Source: an optimization exercise on an open RTL-to-GDS flow (aim: small area). Production flows keep margins and buffers that such runs may drop.
Only simulation tests tie the RTL to the original design; equivalence was not proved.
Power figures rest on the tool's default switching activity, not on a simulated workload.

job 101:
// Num24
module Num24(clk, rst, JA_row, JA_col, START, RESTART, red, green, blue, hsync, vsync);
  input clk;
  wire clk;
  input rst;
  wire rst;
  input [3:0] JA_row;
  wire [3:0] JA_row;
  output [3:0] JA_col;
  wire [3:0] JA_col;
  input START;
  wire START;
  input RESTART;
  wire RESTART;
  output [2:0] red;
  wire [2:0] red;
  output [2:0] green;
  wire [2:0] green;
  output [1:0] blue;
  wire [1:0] blue;
  output hsync;
  wire hsync;
  output vsync;
  wire vsync;
  wire _0000_;
  wire _0001_;
  wire _0002_;
  wire _0003_;
  wire _0004_;
  wire _0005_;
  wire _0006_;
  wire _0007_;
  wire _0008_;
  wire _0009_;
  wire _0010_;
  wire _0011_;
  wire _0012_;
  wire _0013_;
  wire _0014_;
  wire _0015_;
  wire _0016_;
  wire _0017_;
  wire _0018_;
  wire _0019_;
  wire _0020_;
  wire _0021_;
  wire _0022_;
  wire _0023_;
  wire _0024_;
  wire _0025_;
  wire _0026_;
  wire _0027_;
  wire _0028_;
  wire _0029_;
  wire _0030_;
  wire _0031_;
  wire _0032_;
  wire _0033_;
  wire _0034_;
  wire _0035_;
  wire _0036_;
  wire _0037_;
  wire _0038_;
  wire _0039_;
  wire _0040_;
  wire _0041_;
  wire _0042_;
  wire _0043_;
  wire _0044_;
  wire _0045_;
  wire _0046_;
  wire _0047_;
  wire _0048_;
  wire _0049_;
  wire _0050_;
  wire _0051_;
  wire _0052_;
  wire _0053_;
  wire _0054_;
  wire _0055_;
  wire _0056_;
  wire _0057_;
  wire _0058_;
  wire _0059_;
  wire _0060_;
  wire _0061_;
  wire _0062_;
  wire _0063_;
  wire _0064_;
  wire _0065_;
  wire _0066_;
  wire _0067_;
  wire _0068_;
  wire _0069_;
  wire _0070_;
  wire _0071_;
  wire _0072_;
  wire _0073_;
  wire _0074_;
  wire _0075_;
  wire _0076_;
  wire _0077_;
  wire _0078_;
  wire _0079_;
  wire _0080_;
  wire _0081_;
  wire _0082_;
  wire _0083_;
  wire _0084_;
  wire _0085_;
  wire _0086_;
  wire _0087_;
  wire _0088_;
  wire _0089_;
  wire _0090_;
  wire _0091_;
  wire _0092_;
  wire _0093_;
  wire _0094_;
  wire _0095_;
  wire _0096_;
  wire _0097_;
  wire _0098_;
  wire _0099_;
  wire _0100_;
  wire _0101_;
  wire _0102_;
  wire _0103_;
  wire _0104_;
  wire _0105_;
  wire _0106_;
  wire _0107_;
  wire _0108_;
  wire _0109_;
  wire _0110_;
  wire _0111_;
  wire _0112_;
  wire _0113_;
  wire _0114_;
  wire _0115_;
  wire _0116_;
  wire _0117_;
  wire _0118_;
  wire _0119_;
  wire _0120_;
  wire _0121_;
  wire _0122_;
  wire _0123_;
  wire _0124_;
  wire _0125_;
  wire _0126_;
  ...
For scale: ~120 flip-flops, roughly 11000 um2 of cells after synthesis.
clock: 18.0 ns
lec_check: 0
abc_area: 1
cap_margin: 20
core_margin: 2
core_utilization: 70
cts_buf_list: sky130_fd_sc_hd__clkbuf_8
slew_margin: 20
run.sh (not shown) runs the stock make flow with config.mk's settings and CLKGATE_MAP_FILE= SYNTH_SCRIPT=/design/flow/synth_recipe.tcl, a recipe that flattens the netlist after the stock synthesis.
Inputs modified between job 101 and job 102:
==> flow/flow/run.sh (new file) <==
#!/bin/bash
# The standard layout (standard.sh: standard synthesis, floorplan, place,
# CTS, route), with one change: clock tree synthesis inserts no dummy loads
# (the H-tree balancing cells that drive nothing). Output of the ORFS run goes
# to standard_flow.log; ORFS's per-step logs stay under orfs/logs/.
set -euo pipefail
export CTS_ARGS="-sink_clustering_enable -repair_clock_nets -buf_list sky130_fd_sc_hd__clkbuf_8 -dont_use_dummy_load"
bash standard.sh finish > standard_flow.log 2>&1
==> flow/standard.sh (new file) <==
#!/bin/bash
# synth_recipe.tcl (not shown) runs the flow's synth.tcl, then flattens the netlist and writes it again
# the make line also repeats each setting of config.mk as NAME=value (left out here)
make -C /OpenROAD-flow-scripts/flow DESIGN_CONFIG=/design/flow/config.mk WORK_HOME=/design/flow/orfs CLKGATE_MAP_FILE= SYNTH_SCRIPT=/design/flow/synth_recipe.tcl "${@:-finish}"
removed: flow/run.sh
==> run summary <==
- Summary of job 102 over job 101: share of the final layout cell area in sequential cells climbed 0.32 points; final area dropped 1.6%; number of global-route vias before repair dropped 82; area growth from synthesis to final layout dropped 1.7 points; combinational share of power climbed 0.5 points.

-- afterwards: timing with drivers on the ports --
The flow's constraints put no driver on any port. The routed layouts listed below were extracted and timed again, unchanged, in two steps. Step 1 assumes that a clkbuf_16 drives the clock port and a buf_2 every other input. Step 2, shift: input delay + t, output delay - t, t = (earliest + latest rising clock arrival at the registers) / 2. This alone moves slack from input paths to output paths. Three values: ideal ports, drivers, drivers and shift; two values: the first two.
run	t (ns)	setup WS [ns]	hold slack, ns	worst data-port slew with drivers (ns)	pins driven straight from the clock port
job 101	0.482	1.632 / 1.632 / 1.632	0.433 / 0.433 / 0.433	0.03	1
job 102	0.463	1.633 / 1.633 / 1.633	0.422 / 0.422 / 0.422	0.03	1
After both steps setup and hold are still met in every run listed.
